Context: an optimization exercise on an open-source flow, tuned for small area. The choices shown serve that exercise and are no tape-out recipe.
No run shown here included a check of the RTL's function; only the layout flow was run.

File: design.v
`timescale 1ns / 1ps
module fa (
    input wire a,
    input wire b,
    input wire c,
    output wire s,
    output wire co
);
    assign s = a ^ b ^ c;
    assign co = (a & b) | (c & (a ^ b));
endmodule
module ha (
    input wire a,
    input wire b,
    output wire s,
    output wire co
);
    assign s = a ^ b;
    assign co = a & b;
endmodule
module syntropy_core (
    input wire clk,
    input wire rst_n,
    input wire [15:0] voltage_drift,
    input wire [15:0] packet_loss,
    input wire [15:0] temp_variance,
    input wire [15:0] phase_jitter,
    input wire [15:0] threshold,
    input wire enable_learning,
    input wire mesh_broadcast_en,
    output wire stable,
    output reg [15:0] flux_value,
    output reg [15:0] correction_vector,
    output reg [15:0] optimized_params,
    output wire learning_active,
    output wire mesh_broadcast_req,
    input wire [15:0] mesh_flux_in,
    input wire [15:0] mesh_correction_in,
    input wire mesh_valid_in,
    output reg [15:0] mesh_flux_out,
    output reg [15:0] mesh_correction_out,
    output wire mesh_valid_out,
    output wire [7:0] iteration_count,
    output wire [3:0] state,
    output wire error_flag
);
    localparam IDLE = 3'd0, EVAL = 3'd1, LEARN = 3'd2, CORR = 3'd3, BCAST = 3'd4, ERR = 3'd5;
    reg [2:0] cs;         
    reg [2:0] ps;         
    reg [3:0] ic;         
    reg       fin;        
    reg       lflag;      
    reg [15:0] p;         
    reg [15:0] q;         
    reg [15:0] thr;
    reg        len, men;
    assign state = {1'b0, ps};
    assign iteration_count = {4'd0, ic};
    assign stable = (ps == EVAL) && (cs == IDLE);
    assign learning_active = (ps == LEARN) && (cs == LEARN);
    assign mesh_broadcast_req = (ps == BCAST);
    assign mesh_valid_out = (ps == BCAST);
    assign error_flag = (ps == ERR);
    wire in_eval  = (cs == EVAL);
    wire in_learn = (cs == LEARN);
    wire first    = (ps == EVAL);
    wire iter     = in_learn && !fin;
    function automatic [4:0] ceil25(input [6:0] b);
        case (b)
            7'd0: ceil25 = 5'd0;
            7'd1: ceil25 = 5'd1;
            7'd2: ceil25 = 5'd1;
            7'd3: ceil25 = 5'd1;
            7'd4: ceil25 = 5'd1;
            7'd5: ceil25 = 5'd1;
            7'd6: ceil25 = 5'd2;
            7'd7: ceil25 = 5'd2;
            7'd8: ceil25 = 5'd2;
            7'd9: ceil25 = 5'd2;
            7'd10: ceil25 = 5'd2;
            7'd11: ceil25 = 5'd3;
            7'd12: ceil25 = 5'd3;
            7'd13: ceil25 = 5'd3;
            7'd14: ceil25 = 5'd3;
            7'd15: ceil25 = 5'd3;
            7'd16: ceil25 = 5'd4;
            7'd17: ceil25 = 5'd4;
            7'd18: ceil25 = 5'd4;
            7'd19: ceil25 = 5'd4;
            7'd20: ceil25 = 5'd4;
            7'd21: ceil25 = 5'd5;
            7'd22: ceil25 = 5'd5;
            7'd23: ceil25 = 5'd5;
            7'd24: ceil25 = 5'd5;
            7'd25: ceil25 = 5'd5;
            7'd26: ceil25 = 5'd6;
            7'd27: ceil25 = 5'd6;
            7'd28: ceil25 = 5'd6;
            7'd29: ceil25 = 5'd6;
            7'd30: ceil25 = 5'd6;
            7'd31: ceil25 = 5'd7;
            7'd32: ceil25 = 5'd7;
            7'd33: ceil25 = 5'd7;
            7'd34: ceil25 = 5'd7;
            7'd35: ceil25 = 5'd7;
            7'd36: ceil25 = 5'd8;
            7'd37: ceil25 = 5'd8;
            7'd38: ceil25 = 5'd8;
            7'd39: ceil25 = 5'd8;
            7'd40: ceil25 = 5'd8;
            7'd41: ceil25 = 5'd9;
            7'd42: ceil25 = 5'd9;
            7'd43: ceil25 = 5'd9;
            7'd44: ceil25 = 5'd9;
            7'd45: ceil25 = 5'd9;
            7'd46: ceil25 = 5'd9;
            7'd47: ceil25 = 5'd10;
            7'd48: ceil25 = 5'd10;
            7'd49: ceil25 = 5'd10;
            7'd50: ceil25 = 5'd10;
            7'd51: ceil25 = 5'd10;
            7'd52: ceil25 = 5'd11;
            7'd53: ceil25 = 5'd11;
            7'd54: ceil25 = 5'd11;
            7'd55: ceil25 = 5'd11;
            7'd56: ceil25 = 5'd11;
            7'd57: ceil25 = 5'd12;
            7'd58: ceil25 = 5'd12;
            7'd59: ceil25 = 5'd12;
            7'd60: ceil25 = 5'd12;
            7'd61: ceil25 = 5'd12;
            7'd62: ceil25 = 5'd13;
            7'd63: ceil25 = 5'd13;
            7'd64: ceil25 = 5'd13;
            7'd65: ceil25 = 5'd13;
            7'd66: ceil25 = 5'd13;
            7'd67: ceil25 = 5'd14;
            7'd68: ceil25 = 5'd14;
            7'd69: ceil25 = 5'd14;
            7'd70: ceil25 = 5'd14;
            7'd71: ceil25 = 5'd14;
            7'd72: ceil25 = 5'd15;
            7'd73: ceil25 = 5'd15;
            7'd74: ceil25 = 5'd15;
            7'd75: ceil25 = 5'd15;
            7'd76: ceil25 = 5'd15;
            7'd77: ceil25 = 5'd16;
            7'd78: ceil25 = 5'd16;
            7'd79: ceil25 = 5'd16;
            7'd80: ceil25 = 5'd16;
            7'd81: ceil25 = 5'd16;
            7'd82: ceil25 = 5'd17;
            7'd83: ceil25 = 5'd17;
            7'd84: ceil25 = 5'd17;
            7'd85: ceil25 = 5'd17;
            7'd86: ceil25 = 5'd17;
            7'd87: ceil25 = 5'd17;
            7'd88: ceil25 = 5'd18;
            7'd89: ceil25 = 5'd18;
            7'd90: ceil25 = 5'd18;
            7'd91: ceil25 = 5'd18;
            7'd92: ceil25 = 5'd18;
            7'd93: ceil25 = 5'd19;
            7'd94: ceil25 = 5'd19;
            7'd95: ceil25 = 5'd19;
            7'd96: ceil25 = 5'd19;
            7'd97: ceil25 = 5'd19;
            7'd98: ceil25 = 5'd20;
            7'd99: ceil25 = 5'd20;
            7'd100: ceil25 = 5'd20;
            7'd101: ceil25 = 5'd20;
            7'd102: ceil25 = 5'd20;
            7'd103: ceil25 = 5'd21;
            7'd104: ceil25 = 5'd21;
            7'd105: ceil25 = 5'd21;
            7'd106: ceil25 = 5'd21;
            7'd107: ceil25 = 5'd21;
            7'd108: ceil25 = 5'd22;
            7'd109: ceil25 = 5'd22;
            7'd110: ceil25 = 5'd22;
            7'd111: ceil25 = 5'd22;
            7'd112: ceil25 = 5'd22;
            7'd113: ceil25 = 5'd23;
            7'd114: ceil25 = 5'd23;
            7'd115: ceil25 = 5'd23;
            7'd116: ceil25 = 5'd23;
            7'd117: ceil25 = 5'd23;
            7'd118: ceil25 = 5'd24;
            7'd119: ceil25 = 5'd24;
            7'd120: ceil25 = 5'd24;
            7'd121: ceil25 = 5'd24;
            7'd122: ceil25 = 5'd24;
            7'd123: ceil25 = 5'd25;
            7'd124: ceil25 = 5'd25;
            7'd125: ceil25 = 5'd25;
            7'd126: ceil25 = 5'd25;
            7'd127: ceil25 = 5'd25;
            default: ceil25 = 5'd0;
        endcase
    endfunction
    wire sw_w1 = ~voltage_drift[1];
    wire sw_w2 = voltage_drift[1];
    wire sw_w3, sw_w4;
    fa sw_fa4 (.a(voltage_drift[2]), .b(packet_loss[2]), .c(1'b1), .s(sw_w3), .co(sw_w4));
    wire sw_w5, sw_w6;
    fa sw_fa6 (.a(voltage_drift[3]), .b(packet_loss[3]), .c(1'b1), .s(sw_w5), .co(sw_w6));
    wire sw_w7, sw_w8;
    fa sw_fa8 (.a(voltage_drift[4]), .b(packet_loss[4]), .c(1'b1), .s(sw_w7), .co(sw_w8));
    wire sw_w9, sw_w10;
    fa sw_fa10 (.a(voltage_drift[5]), .b(packet_loss[5]), .c(1'b1), .s(sw_w9), .co(sw_w10));
    wire sw_w11, sw_w12;
    fa sw_fa12 (.a(voltage_drift[6]), .b(packet_loss[6]), .c(1'b1), .s(sw_w11), .co(sw_w12));
    wire sw_w13, sw_w14;
    fa sw_fa14 (.a(voltage_drift[7]), .b(packet_loss[7]), .c(1'b1), .s(sw_w13), .co(sw_w14));
    wire sw_w15, sw_w16;
    ha sw_ha16 (.a(voltage_drift[0]), .b(packet_loss[0]), .s(sw_w15), .co(sw_w16));
    wire sw_w17, sw_w18;
    fa sw_fa18 (.a(packet_loss[1]), .b(phase_jitter[1]), .c(temp_variance[9]), .s(sw_w17), .co(sw_w18));
    wire sw_w19, sw_w20;
    fa sw_fa20 (.a(phase_jitter[2]), .b(temp_variance[10]), .c(sw_w3), .s(sw_w19), .co(sw_w20));
    wire sw_w21, sw_w22;
    fa sw_fa22 (.a(phase_jitter[3]), .b(temp_variance[11]), .c(sw_w5), .s(sw_w21), .co(sw_w22));
    wire sw_w23, sw_w24;
    fa sw_fa24 (.a(phase_jitter[4]), .b(temp_variance[12]), .c(sw_w7), .s(sw_w23), .co(sw_w24));
    wire sw_w25, sw_w26;
    fa sw_fa26 (.a(phase_jitter[5]), .b(temp_variance[13]), .c(sw_w9), .s(sw_w25), .co(sw_w26));
    wire sw_w27, sw_w28;
    fa sw_fa28 (.a(phase_jitter[6]), .b(temp_variance[14]), .c(sw_w11), .s(sw_w27), .co(sw_w28));
    wire sw_w29, sw_w30;
    fa sw_fa30 (.a(phase_jitter[7]), .b(temp_variance[15]), .c(sw_w13), .s(sw_w29), .co(sw_w30));
    wire sw_w31, sw_w32;
    fa sw_fa32 (.a(voltage_drift[8]), .b(packet_loss[8]), .c(phase_jitter[8]), .s(sw_w31), .co(sw_w32));
    wire sw_w33, sw_w34;
    fa sw_fa34 (.a(voltage_drift[9]), .b(packet_loss[9]), .c(1'b1), .s(sw_w33), .co(sw_w34));
    wire sw_w35, sw_w36;
    fa sw_fa36 (.a(voltage_drift[10]), .b(packet_loss[10]), .c(1'b1), .s(sw_w35), .co(sw_w36));
    wire sw_w37, sw_w38;
    fa sw_fa38 (.a(voltage_drift[11]), .b(packet_loss[11]), .c(1'b1), .s(sw_w37), .co(sw_w38));
    wire sw_w39, sw_w40;
    fa sw_fa40 (.a(voltage_drift[12]), .b(packet_loss[12]), .c(1'b1), .s(sw_w39), .co(sw_w40));
    wire sw_w41, sw_w42;
    fa sw_fa42 (.a(voltage_drift[13]), .b(packet_loss[13]), .c(1'b1), .s(sw_w41), .co(sw_w42));
    wire sw_w43, sw_w44;
    fa sw_fa44 (.a(voltage_drift[14]), .b(packet_loss[14]), .c(1'b1), .s(sw_w43), .co(sw_w44));
    wire sw_w45, sw_w46;
    fa sw_fa46 (.a(voltage_drift[15]), .b(packet_loss[15]), .c(1'b1), .s(sw_w45), .co(sw_w46));
    wire sw_w47, sw_w48;
    ha sw_ha48 (.a(phase_jitter[0]), .b(temp_variance[8]), .s(sw_w47), .co(sw_w48));
    wire sw_w49, sw_w50;
    fa sw_fa50 (.a(sw_w1), .b(sw_w17), .c(sw_w16), .s(sw_w49), .co(sw_w50));
    wire sw_w51, sw_w52;
    fa sw_fa52 (.a(sw_w2), .b(sw_w19), .c(sw_w18), .s(sw_w51), .co(sw_w52));
    wire sw_w53, sw_w54;
    fa sw_fa54 (.a(sw_w4), .b(sw_w21), .c(sw_w20), .s(sw_w53), .co(sw_w54));
    wire sw_w55, sw_w56;
    fa sw_fa56 (.a(sw_w6), .b(sw_w23), .c(sw_w22), .s(sw_w55), .co(sw_w56));
    wire sw_w57, sw_w58;
    fa sw_fa58 (.a(sw_w8), .b(sw_w25), .c(sw_w24), .s(sw_w57), .co(sw_w58));
    wire sw_w59, sw_w60;
    fa sw_fa60 (.a(sw_w10), .b(sw_w27), .c(sw_w26), .s(sw_w59), .co(sw_w60));
    wire sw_w61, sw_w62;
    fa sw_fa62 (.a(sw_w12), .b(sw_w29), .c(sw_w28), .s(sw_w61), .co(sw_w62));
    wire sw_w63, sw_w64;
    fa sw_fa64 (.a(sw_w14), .b(sw_w31), .c(sw_w30), .s(sw_w63), .co(sw_w64));
    wire sw_w65, sw_w66;
    fa sw_fa66 (.a(phase_jitter[9]), .b(sw_w33), .c(sw_w32), .s(sw_w65), .co(sw_w66));
    wire sw_w67, sw_w68;
    fa sw_fa68 (.a(phase_jitter[10]), .b(sw_w35), .c(sw_w34), .s(sw_w67), .co(sw_w68));
    wire sw_w69, sw_w70;
    fa sw_fa70 (.a(phase_jitter[11]), .b(sw_w37), .c(sw_w36), .s(sw_w69), .co(sw_w70));
    wire sw_w71, sw_w72;
    fa sw_fa72 (.a(phase_jitter[12]), .b(sw_w39), .c(sw_w38), .s(sw_w71), .co(sw_w72));
    wire sw_w73, sw_w74;
    fa sw_fa74 (.a(phase_jitter[13]), .b(sw_w41), .c(sw_w40), .s(sw_w73), .co(sw_w74));
    wire sw_w75, sw_w76;
    fa sw_fa76 (.a(phase_jitter[14]), .b(sw_w43), .c(sw_w42), .s(sw_w75), .co(sw_w76));
    wire sw_w77, sw_w78;
    fa sw_fa78 (.a(phase_jitter[15]), .b(sw_w45), .c(sw_w44), .s(sw_w77), .co(sw_w78));
    wire sw_w79, sw_w80;
    fa sw_fa80 (.a(sw_w15), .b(sw_w47), .c(1'b1), .s(sw_w79), .co(sw_w80));
    wire sw_w81, sw_w82;
    fa sw_fa82 (.a(sw_w49), .b(sw_w48), .c(sw_w80), .s(sw_w81), .co(sw_w82));
    wire sw_w83, sw_w84;
    fa sw_fa84 (.a(sw_w51), .b(sw_w50), .c(sw_w82), .s(sw_w83), .co(sw_w84));
    wire sw_w85, sw_w86;
    fa sw_fa86 (.a(sw_w53), .b(sw_w52), .c(sw_w84), .s(sw_w85), .co(sw_w86));
    wire sw_w87, sw_w88;
    fa sw_fa88 (.a(sw_w55), .b(sw_w54), .c(sw_w86), .s(sw_w87), .co(sw_w88));
    wire sw_w89, sw_w90;
    fa sw_fa90 (.a(sw_w57), .b(sw_w56), .c(sw_w88), .s(sw_w89), .co(sw_w90));
    wire sw_w91, sw_w92;
    fa sw_fa92 (.a(sw_w59), .b(sw_w58), .c(sw_w90), .s(sw_w91), .co(sw_w92));
    wire sw_w93, sw_w94;
    fa sw_fa94 (.a(sw_w61), .b(sw_w60), .c(sw_w92), .s(sw_w93), .co(sw_w94));
    wire sw_w95, sw_w96;
    fa sw_fa96 (.a(sw_w63), .b(sw_w62), .c(sw_w94), .s(sw_w95), .co(sw_w96));
    wire sw_w97, sw_w98;
    fa sw_fa98 (.a(sw_w65), .b(sw_w64), .c(sw_w96), .s(sw_w97), .co(sw_w98));
    wire sw_w99, sw_w100;
    fa sw_fa100 (.a(sw_w67), .b(sw_w66), .c(sw_w98), .s(sw_w99), .co(sw_w100));
    wire sw_w101, sw_w102;
    fa sw_fa102 (.a(sw_w69), .b(sw_w68), .c(sw_w100), .s(sw_w101), .co(sw_w102));
    wire sw_w103, sw_w104;
    fa sw_fa104 (.a(sw_w71), .b(sw_w70), .c(sw_w102), .s(sw_w103), .co(sw_w104));
    wire sw_w105, sw_w106;
    fa sw_fa106 (.a(sw_w73), .b(sw_w72), .c(sw_w104), .s(sw_w105), .co(sw_w106));
    wire sw_w107, sw_w108;
    fa sw_fa108 (.a(sw_w75), .b(sw_w74), .c(sw_w106), .s(sw_w107), .co(sw_w108));
    wire sw_w109, sw_w110;
    fa sw_fa110 (.a(sw_w77), .b(sw_w76), .c(sw_w108), .s(sw_w109), .co(sw_w110));
    wire [15:0] nfc = {sw_w109, sw_w107, sw_w105, sw_w103, sw_w101, sw_w99, sw_w97, sw_w95, sw_w93, sw_w91, sw_w89, sw_w87, sw_w85, sw_w83, sw_w81, sw_w79};
    wire [15:0] flux_calc = ~nfc;
    wire ev_w1, ev_w2;
    fa ev_fa2 (.a(thr[0]), .b(nfc[0]), .c(1'b1), .s(ev_w1), .co(ev_w2));
    wire ev_w3, ev_w4;
    fa ev_fa4 (.a(thr[1]), .b(nfc[1]), .c(ev_w2), .s(ev_w3), .co(ev_w4));
    wire ev_w5, ev_w6;
    fa ev_fa6 (.a(thr[2]), .b(nfc[2]), .c(ev_w4), .s(ev_w5), .co(ev_w6));
    wire ev_w7, ev_w8;
    fa ev_fa8 (.a(thr[3]), .b(nfc[3]), .c(ev_w6), .s(ev_w7), .co(ev_w8));
    wire ev_w9, ev_w10;
    fa ev_fa10 (.a(thr[4]), .b(nfc[4]), .c(ev_w8), .s(ev_w9), .co(ev_w10));
    wire ev_w11, ev_w12;
    fa ev_fa12 (.a(thr[5]), .b(nfc[5]), .c(ev_w10), .s(ev_w11), .co(ev_w12));
    wire ev_w13, ev_w14;
    fa ev_fa14 (.a(thr[6]), .b(nfc[6]), .c(ev_w12), .s(ev_w13), .co(ev_w14));
    wire ev_w15, ev_w16;
    fa ev_fa16 (.a(thr[7]), .b(nfc[7]), .c(ev_w14), .s(ev_w15), .co(ev_w16));
    wire ev_w17, ev_w18;
    fa ev_fa18 (.a(thr[8]), .b(nfc[8]), .c(ev_w16), .s(ev_w17), .co(ev_w18));
    wire ev_w19, ev_w20;
    fa ev_fa20 (.a(thr[9]), .b(nfc[9]), .c(ev_w18), .s(ev_w19), .co(ev_w20));
    wire ev_w21, ev_w22;
    fa ev_fa22 (.a(thr[10]), .b(nfc[10]), .c(ev_w20), .s(ev_w21), .co(ev_w22));
    wire ev_w23, ev_w24;
    fa ev_fa24 (.a(thr[11]), .b(nfc[11]), .c(ev_w22), .s(ev_w23), .co(ev_w24));
    wire ev_w25, ev_w26;
    fa ev_fa26 (.a(thr[12]), .b(nfc[12]), .c(ev_w24), .s(ev_w25), .co(ev_w26));
    wire ev_w27, ev_w28;
    fa ev_fa28 (.a(thr[13]), .b(nfc[13]), .c(ev_w26), .s(ev_w27), .co(ev_w28));
    wire ev_w29, ev_w30;
    fa ev_fa30 (.a(thr[14]), .b(nfc[14]), .c(ev_w28), .s(ev_w29), .co(ev_w30));
    wire ev_w31, ev_w32;
    fa ev_fa32 (.a(thr[15]), .b(nfc[15]), .c(ev_w30), .s(ev_w31), .co(ev_w32));
    wire ev_w33 = ~ev_w32;
    wire ev_w34 = ev_w32;
    wire [16:0] ev = {ev_w33, ev_w31, ev_w29, ev_w27, ev_w25, ev_w23, ev_w21, ev_w19, ev_w17, ev_w15, ev_w13, ev_w11, ev_w9, ev_w7, ev_w5, ev_w3, ev_w1};
    wire stable_c = ev[16] | (ev[15:0] == 16'd0);            
    wire [7:0] qhm1;
    wire [8:0] qhb;
    assign qhb[0] = 1'b1;
    genvar gi;
    generate
        for (gi = 0; gi < 8; gi = gi + 1) begin : qdecr
            assign qhm1[gi] = q[8 + gi] ^ qhb[gi];
            assign qhb[gi + 1] = qhb[gi] & ~q[8 + gi];
        end
    endgenerate
    wire qhz = qhb[8];                                      
    wire [15:0] qx = fin ? q : {7'h7f, ~qhz, qhm1};
    wire nx_w1, nx_w2;
    ha nx_ha2 (.a(p[1]), .b(p[0]), .s(nx_w1), .co(nx_w2));
    wire nx_w3, nx_w4;
    fa nx_fa4 (.a(p[2]), .b(p[1]), .c(qx[2]), .s(nx_w3), .co(nx_w4));
    wire nx_w5, nx_w6;
    fa nx_fa6 (.a(p[3]), .b(p[2]), .c(qx[3]), .s(nx_w5), .co(nx_w6));
    wire nx_w7, nx_w8;
    fa nx_fa8 (.a(p[4]), .b(p[3]), .c(qx[4]), .s(nx_w7), .co(nx_w8));
    wire nx_w9, nx_w10;
    fa nx_fa10 (.a(p[5]), .b(p[4]), .c(qx[5]), .s(nx_w9), .co(nx_w10));
    wire nx_w11, nx_w12;
    fa nx_fa12 (.a(p[6]), .b(p[5]), .c(qx[6]), .s(nx_w11), .co(nx_w12));
    wire nx_w13, nx_w14;
    fa nx_fa14 (.a(p[7]), .b(p[6]), .c(qx[7]), .s(nx_w13), .co(nx_w14));
    wire nx_w15, nx_w16;
    fa nx_fa16 (.a(p[8]), .b(p[7]), .c(qx[8]), .s(nx_w15), .co(nx_w16));
    wire nx_w17, nx_w18;
    fa nx_fa18 (.a(p[9]), .b(p[8]), .c(qx[9]), .s(nx_w17), .co(nx_w18));
    wire nx_w19, nx_w20;
    fa nx_fa20 (.a(p[10]), .b(p[9]), .c(qx[10]), .s(nx_w19), .co(nx_w20));
    wire nx_w21, nx_w22;
    fa nx_fa22 (.a(p[11]), .b(p[10]), .c(qx[11]), .s(nx_w21), .co(nx_w22));
    wire nx_w23, nx_w24;
    fa nx_fa24 (.a(p[12]), .b(p[11]), .c(qx[12]), .s(nx_w23), .co(nx_w24));
    wire nx_w25, nx_w26;
    fa nx_fa26 (.a(p[13]), .b(p[12]), .c(qx[13]), .s(nx_w25), .co(nx_w26));
    wire nx_w27, nx_w28;
    fa nx_fa28 (.a(p[14]), .b(p[13]), .c(qx[14]), .s(nx_w27), .co(nx_w28));
    wire nx_w29, nx_w30;
    fa nx_fa30 (.a(p[15]), .b(p[14]), .c(qx[15]), .s(nx_w29), .co(nx_w30));
    wire nx_w31, nx_w32;
    ha nx_ha32 (.a(p[0]), .b(qx[0]), .s(nx_w31), .co(nx_w32));
    wire nx_w33, nx_w34;
    fa nx_fa34 (.a(qx[1]), .b(nx_w1), .c(nx_w32), .s(nx_w33), .co(nx_w34));
    wire nx_w35, nx_w36;
    fa nx_fa36 (.a(nx_w3), .b(nx_w2), .c(nx_w34), .s(nx_w35), .co(nx_w36));
    wire nx_w37, nx_w38;
    fa nx_fa38 (.a(nx_w5), .b(nx_w4), .c(nx_w36), .s(nx_w37), .co(nx_w38));
    wire nx_w39, nx_w40;
    fa nx_fa40 (.a(nx_w7), .b(nx_w6), .c(nx_w38), .s(nx_w39), .co(nx_w40));
    wire nx_w41, nx_w42;
    fa nx_fa42 (.a(nx_w9), .b(nx_w8), .c(nx_w40), .s(nx_w41), .co(nx_w42));
    wire nx_w43, nx_w44;
    fa nx_fa44 (.a(nx_w11), .b(nx_w10), .c(nx_w42), .s(nx_w43), .co(nx_w44));
    wire nx_w45, nx_w46;
    fa nx_fa46 (.a(nx_w13), .b(nx_w12), .c(nx_w44), .s(nx_w45), .co(nx_w46));
    wire nx_w47, nx_w48;
    fa nx_fa48 (.a(nx_w15), .b(nx_w14), .c(nx_w46), .s(nx_w47), .co(nx_w48));
    wire nx_w49, nx_w50;
    fa nx_fa50 (.a(nx_w17), .b(nx_w16), .c(nx_w48), .s(nx_w49), .co(nx_w50));
    wire nx_w51, nx_w52;
    fa nx_fa52 (.a(nx_w19), .b(nx_w18), .c(nx_w50), .s(nx_w51), .co(nx_w52));
    wire nx_w53, nx_w54;
    fa nx_fa54 (.a(nx_w21), .b(nx_w20), .c(nx_w52), .s(nx_w53), .co(nx_w54));
    wire nx_w55, nx_w56;
    fa nx_fa56 (.a(nx_w23), .b(nx_w22), .c(nx_w54), .s(nx_w55), .co(nx_w56));
    wire nx_w57, nx_w58;
    fa nx_fa58 (.a(nx_w25), .b(nx_w24), .c(nx_w56), .s(nx_w57), .co(nx_w58));
    wire nx_w59, nx_w60;
    fa nx_fa60 (.a(nx_w27), .b(nx_w26), .c(nx_w58), .s(nx_w59), .co(nx_w60));
    wire nx_w61, nx_w62;
    fa nx_fa62 (.a(nx_w29), .b(nx_w28), .c(nx_w60), .s(nx_w61), .co(nx_w62));
    wire [15:0] nx = {nx_w61, nx_w59, nx_w57, nx_w55, nx_w53, nx_w51, nx_w49, nx_w47, nx_w45, nx_w43, nx_w41, nx_w39, nx_w37, nx_w35, nx_w33, nx_w31};
    wire [15:0] nf = lflag ? nx : ~flux_value;               
    wire [15:0] f = ~nf;
    wire er_w1, er_w2;
    fa er_fa2 (.a(thr[0]), .b(nf[0]), .c(1'b1), .s(er_w1), .co(er_w2));
    wire er_w3, er_w4;
    fa er_fa4 (.a(thr[1]), .b(nf[1]), .c(er_w2), .s(er_w3), .co(er_w4));
    wire er_w5, er_w6;
    fa er_fa6 (.a(thr[2]), .b(nf[2]), .c(er_w4), .s(er_w5), .co(er_w6));
    wire er_w7, er_w8;
    fa er_fa8 (.a(thr[3]), .b(nf[3]), .c(er_w6), .s(er_w7), .co(er_w8));
    wire er_w9, er_w10;
    fa er_fa10 (.a(thr[4]), .b(nf[4]), .c(er_w8), .s(er_w9), .co(er_w10));
    wire er_w11, er_w12;
    fa er_fa12 (.a(thr[5]), .b(nf[5]), .c(er_w10), .s(er_w11), .co(er_w12));
    wire er_w13, er_w14;
    fa er_fa14 (.a(thr[6]), .b(nf[6]), .c(er_w12), .s(er_w13), .co(er_w14));
    wire er_w15, er_w16;
    fa er_fa16 (.a(thr[7]), .b(nf[7]), .c(er_w14), .s(er_w15), .co(er_w16));
    wire er_w17, er_w18;
    fa er_fa18 (.a(thr[8]), .b(nf[8]), .c(er_w16), .s(er_w17), .co(er_w18));
    wire er_w19, er_w20;
    fa er_fa20 (.a(thr[9]), .b(nf[9]), .c(er_w18), .s(er_w19), .co(er_w20));
    wire er_w21, er_w22;
    fa er_fa22 (.a(thr[10]), .b(nf[10]), .c(er_w20), .s(er_w21), .co(er_w22));
    wire er_w23, er_w24;
    fa er_fa24 (.a(thr[11]), .b(nf[11]), .c(er_w22), .s(er_w23), .co(er_w24));
    wire er_w25, er_w26;
    fa er_fa26 (.a(thr[12]), .b(nf[12]), .c(er_w24), .s(er_w25), .co(er_w26));
    wire er_w27, er_w28;
    fa er_fa28 (.a(thr[13]), .b(nf[13]), .c(er_w26), .s(er_w27), .co(er_w28));
    wire er_w29, er_w30;
    fa er_fa30 (.a(thr[14]), .b(nf[14]), .c(er_w28), .s(er_w29), .co(er_w30));
    wire er_w31, er_w32;
    fa er_fa32 (.a(thr[15]), .b(nf[15]), .c(er_w30), .s(er_w31), .co(er_w32));
    wire er_w33 = ~er_w32;
    wire er_w34 = er_w32;
    wire [16:0] e = {er_w33, er_w31, er_w29, er_w27, er_w25, er_w23, er_w21, er_w19, er_w17, er_w15, er_w13, er_w11, er_w9, er_w7, er_w5, er_w3, er_w1};
    wire [6:0] b  = e[6:0];
    wire       nz = |b;
    wire [4:0] cb = ceil25(b);
    wire y_w1 = ~e[16];
    wire y_w2 = ~y_w1;
    wire y_w3 = y_w1;
    wire y_w4 = ~e[14];
    wire y_w5 = e[14];
    wire y_w6 = ~e[15];
    wire y_w7 = e[15];
    wire y_w8, y_w9;
    ha y_ha9 (.a(e[11]), .b(e[8]), .s(y_w8), .co(y_w9));
    wire y_w10, y_w11;
    fa y_fa11 (.a(e[12]), .b(e[9]), .c(e[8]), .s(y_w10), .co(y_w11));
    wire y_w12, y_w13;
    fa y_fa13 (.a(e[13]), .b(e[10]), .c(e[9]), .s(y_w12), .co(y_w13));
    wire y_w14, y_w15;
    fa y_fa15 (.a(e[14]), .b(e[11]), .c(e[10]), .s(y_w14), .co(y_w15));
    wire y_w16, y_w17;
    fa y_fa17 (.a(e[15]), .b(e[12]), .c(e[11]), .s(y_w16), .co(y_w17));
    wire y_w18, y_w19;
    fa y_fa19 (.a(e[13]), .b(e[12]), .c(y_w2), .s(y_w18), .co(y_w19));
    wire y_w20, y_w21;
    fa y_fa21 (.a(e[13]), .b(y_w4), .c(y_w3), .s(y_w20), .co(y_w21));
    wire y_w22, y_w23;
    fa y_fa23 (.a(e[14]), .b(y_w6), .c(y_w5), .s(y_w22), .co(y_w23));
    wire y_w24 = ~e[16];
    wire y_w25, y_w26;
    fa y_fa26 (.a(y_w24), .b(e[15]), .c(y_w7), .s(y_w25), .co(y_w26));
    wire y_w27, y_w28;
    ha y_ha28 (.a(e[10]), .b(e[7]), .s(y_w27), .co(y_w28));
    wire y_w29, y_w30;
    fa y_fa30 (.a(e[7]), .b(y_w8), .c(y_w28), .s(y_w29), .co(y_w30));
    wire y_w31, y_w32;
    fa y_fa32 (.a(y_w10), .b(y_w9), .c(y_w30), .s(y_w31), .co(y_w32));
    wire y_w33, y_w34;
    fa y_fa34 (.a(y_w12), .b(y_w11), .c(y_w32), .s(y_w33), .co(y_w34));
    wire y_w35, y_w36;
    fa y_fa36 (.a(y_w14), .b(y_w13), .c(y_w34), .s(y_w35), .co(y_w36));
    wire y_w37, y_w38;
    fa y_fa38 (.a(y_w16), .b(y_w15), .c(y_w36), .s(y_w37), .co(y_w38));
    wire y_w39, y_w40;
    fa y_fa40 (.a(y_w18), .b(y_w17), .c(y_w38), .s(y_w39), .co(y_w40));
    wire y_w41, y_w42;
    fa y_fa42 (.a(y_w20), .b(y_w19), .c(y_w40), .s(y_w41), .co(y_w42));
    wire y_w43, y_w44;
    fa y_fa44 (.a(y_w22), .b(y_w21), .c(y_w42), .s(y_w43), .co(y_w44));
    wire y_w45, y_w46;
    fa y_fa46 (.a(y_w25), .b(y_w23), .c(y_w44), .s(y_w45), .co(y_w46));
    wire y_w47 = ~e[16];
    wire y_w48, y_w49;
    fa y_fa49 (.a(y_w47), .b(y_w26), .c(y_w46), .s(y_w48), .co(y_w49));
    wire y_w50 = ~y_w49;
    wire y_w51 = y_w49;
    wire [14:0] y = {y_w50, y_w48, y_w45, y_w43, y_w41, y_w39, y_w37, y_w35, y_w33, y_w31, y_w29, y_w27, e[9], e[8], e[7]};
    wire pu_w1, pu_w2;
    ha pu_ha2 (.a(p[0]), .b(y[0]), .s(pu_w1), .co(pu_w2));
    wire pu_w3, pu_w4;
    fa pu_fa4 (.a(p[1]), .b(y[1]), .c(cb[1]), .s(pu_w3), .co(pu_w4));
    wire pu_w5, pu_w6;
    fa pu_fa6 (.a(p[2]), .b(y[2]), .c(cb[2]), .s(pu_w5), .co(pu_w6));
    wire pu_w7, pu_w8;
    fa pu_fa8 (.a(p[3]), .b(y[3]), .c(cb[3]), .s(pu_w7), .co(pu_w8));
    wire pu_w9, pu_w10;
    fa pu_fa10 (.a(p[4]), .b(y[4]), .c(cb[4]), .s(pu_w9), .co(pu_w10));
    wire pu_w11, pu_w12;
    ha pu_ha12 (.a(p[5]), .b(y[5]), .s(pu_w11), .co(pu_w12));
    wire pu_w13, pu_w14;
    ha pu_ha14 (.a(p[6]), .b(y[6]), .s(pu_w13), .co(pu_w14));
    wire pu_w15, pu_w16;
    ha pu_ha16 (.a(p[7]), .b(y[7]), .s(pu_w15), .co(pu_w16));
    wire pu_w17, pu_w18;
    ha pu_ha18 (.a(p[8]), .b(y[8]), .s(pu_w17), .co(pu_w18));
    wire pu_w19, pu_w20;
    ha pu_ha20 (.a(p[9]), .b(y[9]), .s(pu_w19), .co(pu_w20));
    wire pu_w21, pu_w22;
    ha pu_ha22 (.a(p[10]), .b(y[10]), .s(pu_w21), .co(pu_w22));
    wire pu_w23, pu_w24;
    ha pu_ha24 (.a(p[11]), .b(y[11]), .s(pu_w23), .co(pu_w24));
    wire pu_w25, pu_w26;
    ha pu_ha26 (.a(p[12]), .b(y[12]), .s(pu_w25), .co(pu_w26));
    wire pu_w27, pu_w28;
    ha pu_ha28 (.a(p[13]), .b(y[13]), .s(pu_w27), .co(pu_w28));
    wire pu_w29 = ~y[14];
    wire pu_w30, pu_w31;
    fa pu_fa31 (.a(p[14]), .b(pu_w29), .c(1'b1), .s(pu_w30), .co(pu_w31));
    wire pu_w32 = ~p[15];
    wire pu_w33 = p[15];
    wire pu_w34, pu_w35;
    ha pu_ha35 (.a(cb[0]), .b(pu_w1), .s(pu_w34), .co(pu_w35));
    wire pu_w36, pu_w37;
    fa pu_fa37 (.a(pu_w3), .b(pu_w2), .c(pu_w35), .s(pu_w36), .co(pu_w37));
    wire pu_w38, pu_w39;
    fa pu_fa39 (.a(pu_w5), .b(pu_w4), .c(pu_w37), .s(pu_w38), .co(pu_w39));
    wire pu_w40, pu_w41;
    fa pu_fa41 (.a(pu_w7), .b(pu_w6), .c(pu_w39), .s(pu_w40), .co(pu_w41));
    wire pu_w42, pu_w43;
    fa pu_fa43 (.a(pu_w9), .b(pu_w8), .c(pu_w41), .s(pu_w42), .co(pu_w43));
    wire pu_w44, pu_w45;
    fa pu_fa45 (.a(pu_w11), .b(pu_w10), .c(pu_w43), .s(pu_w44), .co(pu_w45));
    wire pu_w46, pu_w47;
    fa pu_fa47 (.a(pu_w13), .b(pu_w12), .c(pu_w45), .s(pu_w46), .co(pu_w47));
    wire pu_w48, pu_w49;
    fa pu_fa49 (.a(pu_w15), .b(pu_w14), .c(pu_w47), .s(pu_w48), .co(pu_w49));
    wire pu_w50, pu_w51;
    fa pu_fa51 (.a(pu_w17), .b(pu_w16), .c(pu_w49), .s(pu_w50), .co(pu_w51));
    wire pu_w52, pu_w53;
    fa pu_fa53 (.a(pu_w19), .b(pu_w18), .c(pu_w51), .s(pu_w52), .co(pu_w53));
    wire pu_w54, pu_w55;
    fa pu_fa55 (.a(pu_w21), .b(pu_w20), .c(pu_w53), .s(pu_w54), .co(pu_w55));
    wire pu_w56, pu_w57;
    fa pu_fa57 (.a(pu_w23), .b(pu_w22), .c(pu_w55), .s(pu_w56), .co(pu_w57));
    wire pu_w58, pu_w59;
    fa pu_fa59 (.a(pu_w25), .b(pu_w24), .c(pu_w57), .s(pu_w58), .co(pu_w59));
    wire pu_w60, pu_w61;
    fa pu_fa61 (.a(pu_w27), .b(pu_w26), .c(pu_w59), .s(pu_w60), .co(pu_w61));
    wire pu_w62, pu_w63;
    fa pu_fa63 (.a(pu_w30), .b(pu_w28), .c(pu_w61), .s(pu_w62), .co(pu_w63));
    wire pu_w64, pu_w65;
    fa pu_fa65 (.a(pu_w32), .b(pu_w31), .c(pu_w63), .s(pu_w64), .co(pu_w65));
    wire [15:0] pu = {pu_w64, pu_w62, pu_w60, pu_w58, pu_w56, pu_w54, pu_w52, pu_w50, pu_w48, pu_w46, pu_w44, pu_w42, pu_w40, pu_w38, pu_w36, pu_w34};
    wire ylo_nz = |y[7:0];
    wire ylo_hi = y[7] & y[6] & y[5] & (y[4] | y[3]);        
    wire cadd   = nz ? ylo_hi : ylo_nz;
    wire qn_w1, qn_w2;
    ha qn_ha2 (.a(q[0]), .b(nz), .s(qn_w1), .co(qn_w2));
    wire qn_w3, qn_w4;
    ha qn_ha4 (.a(q[1]), .b(qn_w2), .s(qn_w3), .co(qn_w4));
    wire qn_w5, qn_w6;
    ha qn_ha6 (.a(q[2]), .b(qn_w4), .s(qn_w5), .co(qn_w6));
    wire qn_w7, qn_w8;
    ha qn_ha8 (.a(q[3]), .b(qn_w6), .s(qn_w7), .co(qn_w8));
    wire qn_w9, qn_w10;
    ha qn_ha10 (.a(q[4]), .b(qn_w8), .s(qn_w9), .co(qn_w10));
    wire qn_w11, qn_w12;
    ha qn_ha12 (.a(q[5]), .b(qn_w10), .s(qn_w11), .co(qn_w12));
    wire qn_w13, qn_w14;
    ha qn_ha14 (.a(q[6]), .b(qn_w12), .s(qn_w13), .co(qn_w14));
    wire [7:0] qn = {qn_w14, qn_w13, qn_w11, qn_w9, qn_w7, qn_w5, qn_w3, qn_w1};
    wire ql_w1, ql_w2;
    fa ql_fa2 (.a(qn[0]), .b(y[8]), .c(cadd), .s(ql_w1), .co(ql_w2));
    wire ql_w3, ql_w4;
    fa ql_fa4 (.a(qn[1]), .b(y[9]), .c(ql_w2), .s(ql_w3), .co(ql_w4));
    wire ql_w5, ql_w6;
    fa ql_fa6 (.a(qn[2]), .b(y[10]), .c(ql_w4), .s(ql_w5), .co(ql_w6));
    wire ql_w7, ql_w8;
    fa ql_fa8 (.a(qn[3]), .b(y[11]), .c(ql_w6), .s(ql_w7), .co(ql_w8));
    wire ql_w9, ql_w10;
    fa ql_fa10 (.a(qn[4]), .b(y[12]), .c(ql_w8), .s(ql_w9), .co(ql_w10));
    wire ql_w11, ql_w12;
    fa ql_fa12 (.a(qn[5]), .b(y[13]), .c(ql_w10), .s(ql_w11), .co(ql_w12));
    wire ql_w13, ql_w14;
    fa ql_fa14 (.a(qn[6]), .b(y[14]), .c(ql_w12), .s(ql_w13), .co(ql_w14));
    wire [7:0] ql = {ql_w14, ql_w13, ql_w11, ql_w9, ql_w7, ql_w5, ql_w3, ql_w1};
    wire qinc = (qn[7] ^ ql[7]) ? ~y[14] : (qn[7] & y[14]);
    wire qdec = ~qn[7] & ~ql[7] & y[14];
    wire [8:0] qh = q[15:7];
    reg  [8:0] qh_new;
    integer k;
    always @* begin
        for (k = 0; k < 9; k = k + 1)
            qh_new[k] = qh[k] ^ ((qinc & ((qh & ((9'd1 << k) - 9'd1)) == ((9'd1 << k) - 9'd1))) |
                                 (qdec & ((qh & ((9'd1 << k) - 9'd1)) == 9'd0)));
    end
    wire [15:0] qu = {qh_new, ql[6:0]};
    wire ovf = flux_calc[15] | pu[15] | qu[15];
    always @(posedge clk) begin
        thr <= threshold;
        len <= enable_learning;
        men <= mesh_broadcast_en;
    end
    always @(posedge clk or negedge rst_n) begin
        if (!rst_n) begin
            cs <= IDLE;
            ps <= IDLE;
            ic <= 4'd0;
            fin <= 1'b0;
            lflag <= 1'b0;
            p <= 16'd0;
            q <= 16'd0;
            flux_value <= 16'd0;
            correction_vector <= 16'd0;
            optimized_params <= 16'd0;
            mesh_flux_out <= 16'd0;
            mesh_correction_out <= 16'd0;
        end else begin
            ps <= cs;
            case (cs)
                IDLE: cs <= ovf ? ERR : EVAL;
                EVAL: cs <= stable_c ? IDLE : (len ? LEARN : CORR);
                LEARN: if (fin) cs <= CORR;
                CORR: cs <= BCAST;
                BCAST: cs <= IDLE;
                ERR: cs <= ERR;
                default: cs <= IDLE;
            endcase
            fin <= iter && !first && ic[3] && ic[0];
            if (in_eval) begin
                flux_value <= flux_calc;
                lflag <= 1'b0;
                correction_vector <= ev[16] ? 16'd0 : ev[15:0];
            end
            if (iter) begin
                p <= pu;
                q <= qu;
                lflag <= 1'b1;
                ic <= first ? 4'd1 : ic + 4'd1;
            end
            if (fin) optimized_params <= nx;
            if (cs == CORR && men && mesh_valid_in) correction_vector <= mesh_correction_in;
            if (cs == BCAST) begin
                mesh_flux_out <= f;
                mesh_correction_out <= correction_vector;
            end
        end
    end
endmodule
File: flow/run.sh
#!/bin/bash
set -euo pipefail
bash standard.sh synth > synth.log 2>&1
bash standard.sh 'BUFFER_PORTS_ARGS=-buffer_cell sky130_fd_sc_hd__buf_1' finish > layout.log 2>&1
File: standard.sh
#!/bin/bash
# synth_recipe.tcl (not shown) runs the flow's synth.tcl, then flattens the netlist and writes it again
# the make line also repeats each setting of config.mk as NAME=value (left out here)
make -C /OpenROAD-flow-scripts/flow DESIGN_CONFIG=/design/flow/config.mk WORK_HOME=/design/flow/orfs CLKGATE_MAP_FILE= SYNTH_SCRIPT=/design/flow/synth_recipe.tcl "${@:-finish}"
File: config.mk
export PLATFORM = sky130hd
export DESIGN_NAME = syntropy_core
export DESIGN_NICKNAME = syntropy_core
export VERILOG_FILES = /design/flow/design.v
export SDC_FILE = /design/flow/constraint.sdc
export NUM_CORES = 4
export LEC_CHECK = 0
export CAP_MARGIN = 20
export CORE_MARGIN = 2
export CORE_UTILIZATION = 40
export CTS_BUF_LIST = sky130_fd_sc_hd__clkbuf_8
export GPL_TIMING_DRIVEN = 0
export SLEW_MARGIN = 20
export SYNTH_HIERARCHICAL = 1
File: constraint.sdc
create_clock -name core_clock -period 13.0 [get_ports {clk}]
set_input_delay 2.6000 -clock core_clock [delete_from_list [all_inputs] [get_ports {clk}]]
set_output_delay 2.6000 -clock core_clock [all_outputs]
set_load 0.01 [all_outputs]
==> summary.txt, run 1 <==
run status complete, no violations; Row Count 57; post-synthesis instance total 807; post-detailed-placement half-perimeter wirelength 19800 um; Core Box Area 0.0241 mm^2; remaining design rule violation count 0; Congestion Overflow GR 0; count of buffering cells on the critical path with inverters included 3; vias in the first global route 7211; layout cells sized above 1 14.2%; max-capacitance violation count 0; most used flip-flop cell after synthesis sky130_fd_sc_hd__dfrtp_1; Async S/R FF share, synth around 87%; part of the cycle the worst path needs 97.4%; filler cell count 2263; final WL 24200 um; final worst clock skew 0.0176 ns; Via Count 6925; Yosys warning total 7; iteration-0 DRC count of the detailed router 531; post-synthesis sequential area ratio about 36%; arrival time of data at the critical path endpoint around 13 ns; number of buffers inserted by port buffering ~180; post-layout util 48.9%; effective utilization at floorplan 40.3%; net count of the finished layout 1362; maximum single-stage delay on the critical path 0.56 ns; all-layer global routing usage ~20%; number of pins exceeding their max-slew limit in the final report 0; Longest Clk Path Bufs 2; count of cell types in the netlist 52; category of the worst setup path launch point flop; required time at the endpoint of the critical path 13.41 ns; Critical Path Slowest Stage Cell sky130_fd_sc_hd__fa_2; WL per Instance 17.4 um; number of sinks on the clock net 142; number of antenna cells inserted 0; most frequent cells in the layout sky130_fd_sc_hd__buf_1, sky130_fd_sc_hd__dfrtp_1, sky130_fd_sc_hd__fa_1; clock root buffer sky130_fd_sc_hd__clkbuf_8; CTS HTree Levels 4; Ports 214; actual transition at the worst max-transition pin between 0.9 and 1 ns; ranking of synthesized cells by area sky130_fd_sc_hd__fa_1, sky130_fd_sc_hd__dfrtp_1, sky130_fd_sc_hd__ha_1; first-pass GRT wire length 38900 um; commonest non-fill, non-tap cell in the layout sky130_fd_sc_hd__buf_1; biggest fanout along the worst timing path 4; launching instance or port of the critical path q[8]; end of the worst hold path ps[1]; Chip Width around 160 um; number of enable flip-flop cells after synthesis 0; overall die height 160 um; clock edge transition at the registers on the reported setup and hold paths ~0.1 ns; area taken by flip-flops and latches 0.00347 mm^2; area occupied by multi-input gates between 0.006 and 0.007 mm^2; Post-CTS Hold Buffers 0; layout overhead on the synthesized area 21.4%; Hold Path Class reg -> reg; Worst Reg2Reg Path Length in Cells 38; antenna violations before repair 0; maximum clock frequency 79.0 MHz; cell accounting for the most synthesized area sky130_fd_sc_hd__fa_1; TritonCTS clock tree yes; detailed-router iteration count before antenna repair 6; summed instance area of the synthesized netlist roughly 0.0097 mm^2; Post-DRT Antenna Nets 0; Hold Path Depth 0; mean instance size in the synthesized netlist 12.0 um^2; clock insertion delay at the later pin of the skew report 0.47 ns; delay-heaviest family, CP adder cells; pin count of the biggest net entering global routing 32; Reg-to-Reg End cs[2]; setup slack, reg-to-reg 0.34 ns; fraction of synthesized cell area taken by the top area cell type 32.6%; cell seen most often among critical-path stages sky130_fd_sc_hd__fa_2; die area approximately 0.026 mm^2; post-route minimum period 12.66 ns; Final Wtd Congestion 0.827; hold path start cs[1]; total count of hold-check failures in the final report 0; class of the most critical setup path reg -> reg; detailed-route vias per instance 4.98; Final setup viols 0; Slew headroom about 36%; FF+latch count, synth 142; setup TNS 0 ns; Inserted Clock Buffers 17; critical path endpoint category flop; startpoint of the worst register-to-register path q[8]
modules after synthesis, one instance, submodules excluded:
module / times used / flops+latches
syntropy_core: 1 / 142
fa: 158 / 0
ha: 24 / 0
layer usage:
| metal | routed length, um | share of wire [%] | GRT usage (%) |
|---|---|---|---|
| met1 | 10500 | 43 | 27.7 |
| met2 | 11800 | 49 | 31.1 |
| met3 | 1480 | 6.1 | 4.57 |
| met4 | 439 | 1.8 | 5.53 |
| met5 | 0 | 0 | 0 |
what timing repair did:
item / CTS / global route
pin swaps: 24 / 24
gates cloned: 0 / 0
buffers inserted: 16 / 5
endpoints found under the setup margin: 14 / 10
resized for setup: 49 / 28
Yosys cell counts (all sizes together) (6+ instances only):
cell / number
xnor2: 9
a222oi: 17
a21oi: 49
o21ai: 26
mux2: 33
nor2: 50
inv: 55
fa: 158
clkbuf: 18
dfrtp: 124
mux2i: 19
ha: 33
nor4: 6
buf: 23
dfxtp: 18
nor3: 7
nand2: 101
flip-flops by register name, indices dropped and copies added, names as in the netlist:
| name | count |
|---|---|
| correction_vector | 16 |
| flux_value | 16 |
| mesh_correction_out | 16 |
| mesh_flux_out | 16 |
| optimized_params | 16 |
| p | 16 |
| q | 16 |
| thr | 16 |
| ic | 4 |
| cs | 3 |
| ps | 3 |
| fin | 1 |
| len | 1 |
| lflag | 1 |
| men | 1 |
worst max-delay path by stage:
stage	slack (ns)	depth (start not counted)	endpoint
final	0.34	38	cs[2]
after floorplan	0.01	38	q[12]
after detailed placement	-1.27	38	q[12]
after CTS	0.006	38	cs[2]
after global placement	-1.11	38	cs[2]
after global routing	-0.01	36	cs[2]
stage by stage:
step	setup WS, ns	cell area, um^2	instances	hold slack [ns]
3_3_place_gp	-1.11	10900	1335	0.355
2_1_floorplan	0.0147	9790	827	0.349
5_1_grt	-0.0105	11800	1391	0.376
6_report	0.339	11800	1391	0.370
4_1_cts	0.00613	11600	1386	0.366
3_5_place_dp	-1.27	11000	1339	0.360
worst reg2reg max path: cells and delay by family (launching register included):
family	cells	cell delay, ns
DFF	1	0.44
muxes	2	0.55
adders and majority gates	28	10.52
and+or+nand+nor	3	0.50
buffers and inverters	3	0.21
AOI/OAI and AO/OA	2	0.36
cell families after synthesis:
kind of cell	count (synthesis)	synth area share, %
AND/OR/NAND/NOR	201	9.29
adder cells (fa/ha/maj)	191	36.8
XOR/XNOR	10	0.902
AO/OA/AOI/OAI	113	7.34
buffers and inverters	96	4.12
multiplexers	52	5.78
other	2	0.0773
flip-flops	142	35.7
layout make-up:
| cell class | instances | area share, % |
|---|---|---|
| timing repair buffer | 209 | 7.89 |
| clock inverter | 15 | 1.44 |
| buffer | 40 | 1.68 |
| multi-input combinational | 589 | 52.4 |
| sequential | 142 | 29.4 |
| inverter | 55 | 1.77 |
| clock buffer | 17 | 1.98 |
| tap | 324 | 3.44 |
==> run 2: changes to the inputs <==
--- a/design.v
+++ b/design.v
@@ -67,135 +67,2 @@
     wire iter     = in_learn && !fin;
-    function automatic [4:0] ceil25(input [6:0] b);
-        case (b)
-            7'd0: ceil25 = 5'd0;
-            7'd1: ceil25 = 5'd1;
-            7'd2: ceil25 = 5'd1;
-            7'd3: ceil25 = 5'd1;
-            7'd4: ceil25 = 5'd1;
-            7'd5: ceil25 = 5'd1;
-            7'd6: ceil25 = 5'd2;
-            7'd7: ceil25 = 5'd2;
-            7'd8: ceil25 = 5'd2;
-            7'd9: ceil25 = 5'd2;
-            7'd10: ceil25 = 5'd2;
-            7'd11: ceil25 = 5'd3;
-            7'd12: ceil25 = 5'd3;
-            7'd13: ceil25 = 5'd3;
-            7'd14: ceil25 = 5'd3;
-            7'd15: ceil25 = 5'd3;
-            7'd16: ceil25 = 5'd4;
-            7'd17: ceil25 = 5'd4;
-            7'd18: ceil25 = 5'd4;
-            7'd19: ceil25 = 5'd4;
-            7'd20: ceil25 = 5'd4;
-            7'd21: ceil25 = 5'd5;
-            7'd22: ceil25 = 5'd5;
-            7'd23: ceil25 = 5'd5;
-            7'd24: ceil25 = 5'd5;
-            7'd25: ceil25 = 5'd5;
-            7'd26: ceil25 = 5'd6;
-            7'd27: ceil25 = 5'd6;
-            7'd28: ceil25 = 5'd6;
-            7'd29: ceil25 = 5'd6;
-            7'd30: ceil25 = 5'd6;
-            7'd31: ceil25 = 5'd7;
-            7'd32: ceil25 = 5'd7;
-            7'd33: ceil25 = 5'd7;
-            7'd34: ceil25 = 5'd7;
-            7'd35: ceil25 = 5'd7;
-            7'd36: ceil25 = 5'd8;
-            7'd37: ceil25 = 5'd8;
-            7'd38: ceil25 = 5'd8;
-            7'd39: ceil25 = 5'd8;
-            7'd40: ceil25 = 5'd8;
-            7'd41: ceil25 = 5'd9;
-            7'd42: ceil25 = 5'd9;
-            7'd43: ceil25 = 5'd9;
-            7'd44: ceil25 = 5'd9;
-            7'd45: ceil25 = 5'd9;
-            7'd46: ceil25 = 5'd9;
-            7'd47: ceil25 = 5'd10;
-            7'd48: ceil25 = 5'd10;
-            7'd49: ceil25 = 5'd10;
-            7'd50: ceil25 = 5'd10;
-            7'd51: ceil25 = 5'd10;
-            7'd52: ceil25 = 5'd11;
-            7'd53: ceil25 = 5'd11;
-            7'd54: ceil25 = 5'd11;
-            7'd55: ceil25 = 5'd11;
-            7'd56: ceil25 = 5'd11;
-            7'd57: ceil25 = 5'd12;
-            7'd58: ceil25 = 5'd12;
-            7'd59: ceil25 = 5'd12;
-            7'd60: ceil25 = 5'd12;
-            7'd61: ceil25 = 5'd12;
-            7'd62: ceil25 = 5'd13;
-            7'd63: ceil25 = 5'd13;
-            7'd64: ceil25 = 5'd13;
-            7'd65: ceil25 = 5'd13;
-            7'd66: ceil25 = 5'd13;
-            7'd67: ceil25 = 5'd14;
-            7'd68: ceil25 = 5'd14;
-            7'd69: ceil25 = 5'd14;
-            7'd70: ceil25 = 5'd14;
-            7'd71: ceil25 = 5'd14;
-            7'd72: ceil25 = 5'd15;
-            7'd73: ceil25 = 5'd15;
-            7'd74: ceil25 = 5'd15;
-            7'd75: ceil25 = 5'd15;
-            7'd76: ceil25 = 5'd15;
-            7'd77: ceil25 = 5'd16;
-            7'd78: ceil25 = 5'd16;
-            7'd79: ceil25 = 5'd16;
-            7'd80: ceil25 = 5'd16;
-            7'd81: ceil25 = 5'd16;
-            7'd82: ceil25 = 5'd17;
-            7'd83: ceil25 = 5'd17;
-            7'd84: ceil25 = 5'd17;
-            7'd85: ceil25 = 5'd17;
-            7'd86: ceil25 = 5'd17;
-            7'd87: ceil25 = 5'd17;
-            7'd88: ceil25 = 5'd18;
-            7'd89: ceil25 = 5'd18;
-            7'd90: ceil25 = 5'd18;
-            7'd91: ceil25 = 5'd18;
-            7'd92: ceil25 = 5'd18;
-            7'd93: ceil25 = 5'd19;
-            7'd94: ceil25 = 5'd19;
-            7'd95: ceil25 = 5'd19;
-            7'd96: ceil25 = 5'd19;
-            7'd97: ceil25 = 5'd19;
-            7'd98: ceil25 = 5'd20;
-            7'd99: ceil25 = 5'd20;
-            7'd100: ceil25 = 5'd20;
-            7'd101: ceil25 = 5'd20;
-            7'd102: ceil25 = 5'd20;
-            7'd103: ceil25 = 5'd21;
-            7'd104: ceil25 = 5'd21;
-            7'd105: ceil25 = 5'd21;
-            7'd106: ceil25 = 5'd21;
-            7'd107: ceil25 = 5'd21;
-            7'd108: ceil25 = 5'd22;
-            7'd109: ceil25 = 5'd22;
-            7'd110: ceil25 = 5'd22;
-            7'd111: ceil25 = 5'd22;
-            7'd112: ceil25 = 5'd22;
-            7'd113: ceil25 = 5'd23;
-            7'd114: ceil25 = 5'd23;
-            7'd115: ceil25 = 5'd23;
-            7'd116: ceil25 = 5'd23;
-            7'd117: ceil25 = 5'd23;
-            7'd118: ceil25 = 5'd24;
-            7'd119: ceil25 = 5'd24;
-            7'd120: ceil25 = 5'd24;
-            7'd121: ceil25 = 5'd24;
-            7'd122: ceil25 = 5'd24;
-            7'd123: ceil25 = 5'd25;
-            7'd124: ceil25 = 5'd25;
-            7'd125: ceil25 = 5'd25;
-            7'd126: ceil25 = 5'd25;
-            7'd127: ceil25 = 5'd25;
-            default: ceil25 = 5'd0;
-        endcase
-    endfunction
     wire sw_w1 = ~voltage_drift[1];
@@ -462,3 +329,32 @@
     wire       nz = |b;
-    wire [4:0] cb = ceil25(b);
+    wire cb_w1, cb_w2;
+    ha cb_ha2 (.a(b[4]), .b(b[1]), .s(cb_w1), .co(cb_w2));
+    wire cb_w3, cb_w4;
+    fa cb_fa4 (.a(b[5]), .b(b[2]), .c(b[1]), .s(cb_w3), .co(cb_w4));
+    wire cb_w5, cb_w6;
+    fa cb_fa6 (.a(b[6]), .b(b[3]), .c(b[2]), .s(cb_w5), .co(cb_w6));
+    wire cb_w7, cb_w8;
+    fa cb_fa8 (.a(b[4]), .b(b[3]), .c(nz), .s(cb_w7), .co(cb_w8));
+    wire cb_w9, cb_w10;
+    ha cb_ha10 (.a(b[5]), .b(b[4]), .s(cb_w9), .co(cb_w10));
+    wire cb_w11, cb_w12;
+    ha cb_ha12 (.a(b[6]), .b(b[5]), .s(cb_w11), .co(cb_w12));
+    wire cb_w13, cb_w14;
+    ha cb_ha14 (.a(b[3]), .b(b[0]), .s(cb_w13), .co(cb_w14));
+    wire cb_w15, cb_w16;
+    fa cb_fa16 (.a(b[0]), .b(cb_w1), .c(cb_w14), .s(cb_w15), .co(cb_w16));
+    wire cb_w17, cb_w18;
+    fa cb_fa18 (.a(cb_w3), .b(cb_w2), .c(cb_w16), .s(cb_w17), .co(cb_w18));
+    wire cb_w19, cb_w20;
+    fa cb_fa20 (.a(cb_w5), .b(cb_w4), .c(cb_w18), .s(cb_w19), .co(cb_w20));
+    wire cb_w21, cb_w22;
+    fa cb_fa22 (.a(cb_w7), .b(cb_w6), .c(cb_w20), .s(cb_w21), .co(cb_w22));
+    wire cb_w23, cb_w24;
+    fa cb_fa24 (.a(cb_w9), .b(cb_w8), .c(cb_w22), .s(cb_w23), .co(cb_w24));
+    wire cb_w25, cb_w26;
+    fa cb_fa26 (.a(cb_w11), .b(cb_w10), .c(cb_w24), .s(cb_w25), .co(cb_w26));
+    wire cb_w27, cb_w28;
+    fa cb_fa28 (.a(b[6]), .b(cb_w12), .c(cb_w26), .s(cb_w27), .co(cb_w28));
+    wire [11:0] cb25 = {cb_w28, cb_w27, cb_w25, cb_w23, cb_w21, cb_w19, cb_w17, cb_w15, cb_w13, b[2], b[1], b[0]};
+    wire [4:0] cb = cb25[11:7];                              
     wire y_w1 = ~e[16];
@@ -614,12 +510,15 @@
     wire [7:0] ql = {ql_w14, ql_w13, ql_w11, ql_w9, ql_w7, ql_w5, ql_w3, ql_w1};
-    wire qinc = (qn[7] ^ ql[7]) ? ~y[14] : (qn[7] & y[14]);
-    wire qdec = ~qn[7] & ~ql[7] & y[14];
     wire [8:0] qh = q[15:7];
-    reg  [8:0] qh_new;
+    reg  [8:0] qh1, qh0;
     integer k;
     always @* begin
-        for (k = 0; k < 9; k = k + 1)
-            qh_new[k] = qh[k] ^ ((qinc & ((qh & ((9'd1 << k) - 9'd1)) == ((9'd1 << k) - 9'd1))) |
-                                 (qdec & ((qh & ((9'd1 << k) - 9'd1)) == 9'd0)));
+        for (k = 0; k < 9; k = k + 1) begin
+            qh1[k] = qh[k] ^ (~(qn[7] ^ y[14]) &
+                              ((qh & ((9'd1 << k) - 9'd1)) == ((9'd1 << k) - 9'd1)));
+            qh0[k] = qh[k] ^ ((qn[7] & ~y[14] &
+                               ((qh & ((9'd1 << k) - 9'd1)) == ((9'd1 << k) - 9'd1))) |
+                              (~qn[7] & y[14] & ((qh & ((9'd1 << k) - 9'd1)) == 9'd0)));
+        end
     end
+    wire [8:0] qh_new = ql[7] ? qh1 : qh0;
     wire [15:0] qu = {qh_new, ql[6:0]};
==> flow/run.sh (replaced) <==
#!/bin/bash
set -euo pipefail
bash standard.sh synth > synth.log 2>&1
bash standard.sh \
  'BUFFER_PORTS_ARGS=-buffer_cell sky130_fd_sc_hd__buf_1' \
  'CTS_ARGS=-sink_clustering_enable -repair_clock_nets -buf_list sky130_fd_sc_hd__clkbuf_8 -dont_use_dummy_load' \
  finish > layout.log 2>&1
==> summary.txt, run 2 <==
remaining design rule violation count 0 (unchanged); launching instance or port of the critical path q[8]; arrival time of data at the critical path endpoint 12.99 ns (-0.08 ns); summed instance area of the synthesized netlist 0.00964 mm^2 (-0.75%); Hold Path Class reg -> reg; critical path endpoint category flop; Congestion Overflow GR 0 (unchanged); crit path capture q[14]; layout cells sized above 1 18.0% (+3.8 points); most used flip-flop cell after synthesis sky130_fd_sc_hd__dfrtp_1; Inserted Clock Buffers 17 (unchanged); post-detailed-placement half-perimeter wirelength 19400 um (-2.1%); part of the cycle the worst path needs 97.0% (-0.38 points); leading cell types by count after synthesis sky130_fd_sc_hd__fa_1, sky130_fd_sc_hd__dfrtp_1, sky130_fd_sc_hd__nand2_1, sky130_fd_sc_hd__inv_1, sky130_fd_sc_hd__nor2_1; fin worst setup slack 0.389 ns (+0.0500 ns); fraction of synthesized cell area taken by the top area cell type 34.9% (+2.3 points); clock root buffer sky130_fd_sc_hd__clkbuf_8; Longest Clk Path Bufs 2 (unchanged); antenna violations before repair 0 (unchanged); number of pins exceeding their max-slew limit in the final report 0 (unchanged); vias in the first global route 6873 (-4.7%); cell seen most often among critical-path stages sky130_fd_sc_hd__fa_2; clock edge transition at the registers on the reported setup and hold paths 0.08 ns (-0.02 ns); Row Count 56 (-1.8%); actual transition at the worst max-transition pin 0.816 ns (-0.147 ns); class of the most critical setup path reg -> reg; Core Box Area 0.0235 mm^2 (-2.3%); post-route worst hold slack 0.380 ns (+0.00992 ns); setup repair after global routing missed its margin false; total count of hold-check failures in the final report 0 (unchanged); Worst Reg2Reg Path Length in Cells 36 (-5.3%); number of antenna cells inserted 0 (unchanged); required time at the endpoint of the critical path 13.38 ns (-0.03 ns); maximum clock frequency 79.3 MHz (+0.40%); Slew headroom 45.6% (+9.8 points); post-synthesis instance total 754 (-6.6%); category of the worst setup path launch point flop; most repeated cell in the gate-level netlist after synthesis sky130_fd_sc_hd__fa_1; overall die height 159 um (-0.37%); final WL 23400 um (-3.5%); Final setup viols 0 (unchanged); commonest non-fill, non-tap cell in the layout sky130_fd_sc_hd__buf_1; dpl cells 1281 (-4.3%); CTS HTree Levels 4 (unchanged); Critical Path Slowest Stage Cell sky130_fd_sc_hd__fa_2; number of standard cells in the final layout excluding fillers 1333 (-4.2%); detailed-router iteration count before antenna repair 8 (+2); final worst clock skew 0.0320 ns (+0.0144 ns); maximum single-stage delay on the critical path 0.56 ns (about the same); filler cell count 2190 (-3.2%); run status complete, no violations; max-capacitance violation count 0 (unchanged); Via Count 6558 (-5.3%); Final Wtd Congestion 0.818 (-1.1%); iteration-0 DRC count of the detailed router 547 (+3.0%); mean instance size in the synthesized netlist 12.8 um^2 (+6.2%); die area 0.0254 mm^2 (-0.73%); most frequent cells in the layout sky130_fd_sc_hd__buf_1, sky130_fd_sc_hd__dfrtp_1, sky130_fd_sc_hd__fa_1; first-pass GRT wire length 38100 um (-2.1%); FF+latch count, synth 142 (unchanged); pin count of the biggest net entering global routing 33 (+3.1%); post-synthesis sequential area ratio 35.9% (+0.27 points); number of enable flip-flop cells after synthesis 0 (unchanged); startpoint of the worst register-to-register path q[8]; Async S/R FF share, synth 87.3% (unchanged); all-layer global routing usage 19.5% (-0.21 points); count of cell types in the netlist 46 (-12%); TritonCTS clock tree yes; worst setup timing slack at the placement stage -1.15 ns (+0.121 ns); net count of the finished layout 1339 (-1.7%); detailed-route vias per instance 4.92 (-1.2%); Ports 214 (unchanged); Chip Width 159 um (-0.37%); WL per Instance 17.5 um (+0.72%); number of buffers inserted by port buffering 184 (unchanged); post-route minimum period 12.61 ns (-0.0500 ns); biggest fanout along the worst timing path 9 (+5); clock insertion delay at the later pin of the skew report 0.46 ns (about the same); ranking of synthesized cells by area sky130_fd_sc_hd__fa_1, sky130_fd_sc_hd__dfrtp_1, sky130_fd_sc_hd__ha_1; effective utilization at floorplan 40.9% (+0.66 points); Yosys warning total 7 (unchanged); cell accounting for the most synthesized area sky130_fd_sc_hd__fa_1; setup slack, reg-to-reg 0.39 ns (+0.05 ns); setup TNS 0 ns (unchanged); Reg-to-Reg End q[14]; layout overhead on the synthesized area 20.5%; Post-DRT Antenna Nets 0 (unchanged); number of sinks on the clock net 142 (unchanged)
[run 2: changes by cell type after synthesis, sizes merged, moves of 3 or more]
| cell | change |
|---|---|
| nand2 | -12 |
| fa | +10 |
| o21ai | -10 |
| a21oi | -9 |
| buf | -8 |
| nor2 | -8 |
| ha | +5 |
| nor2b | -3 |
[run 2: layout make-up]
type	instances	area, um^2	share of cell area [%]
Tap cell	319	399	3.44
Sequential cell	142	3460	29.8
Inverter	53	199	1.71
Timing Repair Buffer	223	1040	8.98
Clock buffer	17	234	2.01
Multi-Input combinational cell	545	6090	52.5
Buffer	34	181	1.56
[run 2: kinds of logic (layout without fill, tap and decap cells)]
logic type | Yosys count | count (layout) | share of synthesized area (%)
buf+inv | 87 | 327 | 3.73
simple gates | 174 | 174 | 8.24
mux | 54 | 54 | 6.04
flops | 142 | 142 | 35.9
fa+ha+maj | 206 | 206 | 39.8
xor+xnor | 10 | 10 | 0.909
compound gates | 79 | 79 | 5.26
other cells | 2 | 22 | 0.0779
[run 2: repair_timing]
item / 4_1_cts / 5_1_grt
pin swaps: 30 / 30
hold buffers: 0 / 0
setup buffers: 28 / 7
endpoints found under the setup margin: 14 / 7
resized for setup: 58 / 20
[run 2: how the worst min path moves through the flow]
stage,start,endpoint,cells past startpoint
after global routing,cs[1],ps[1],0
after CTS,cs[1],ps[1],0
final,cs[1],ps[1],0
after detailed placement,cs[1],ps[1],0
after global placement,cs[1],ps[1],0
after floorplan,cs[1],ps[1],0
[run 2: modules after synthesis, one instance, submodules excluded]
| module | cells | copies in the design | flops+latches |
|---|---|---|---|
| syntropy_core | 558 | 1 | 142 |
| fa | 1 | 168 | 0 |
| ha | 1 | 28 | 0 |
[run 2: worst max-delay path: cells and delay by family (launching register included)]
| family | cells | cell delay (ns) |
|---|---|---|
| buffers and inverters | 3 | 0.27 |
| muxes | 2 | 0.50 |
| adders and majority gates | 27 | 10.13 |
| and+or+nand+nor | 2 | 0.90 |
| AOI/OAI and AO/OA | 1 | 0.26 |
| DFF | 1 | 0.34 |
| xor gates and xnor gates | 1 | 0.14 |
[run 2: routing by layer]
layer | routed length (um) | track usage (%) | share of wire [%] | vias to the layer above
li1 | - | - | - | 2967
met4 | 308 | 4.67 | 1.3 | 0
met2 | 11300 | 31.0 | 48 | 185
met3 | 1190 | 3.83 | 5.1 | 21
met1 | 10500 | 28.0 | 45 | 3385
met5 | 0 | 0 | 0 | -
[run 2: stage by stage]
step           area [um^2]  utilization [%]
2_1_floorplan         9730                -
3_3_place_gp         10800             46.0
3_5_place_dp         10900             46.3
4_1_cts              11500             48.8
5_1_grt              11600             49.3
6_report             11600             49.3

re-timing with driven ports:
In the flow no input, the clock included, has a driving cell. The finished layouts below were timed again as built, in two steps. Step 1 assumes that a clkbuf_16 drives the clock port and a buf_2 every other input. Step 2 times the ports against the registers' clock, not the clock port: input delays grow and output delays shrink by t, the midpoint of the rising clock arrivals with the driver on. Slacks: no drivers / after step 1 / after step 2; pairs: no drivers / after step 1.
run | shift t [ns] | setup slack, ns | worst hold slack (ns)
run 1 | 0.504 | 0.339 / 0.339 / 0.339 | 0.370 / 0.370 / 0.370
run 2 | 0.479 | 0.389 / 0.389 / 0.389 | 0.380 / 0.380 / 0.380
After both steps every run listed still meets setup and hold.
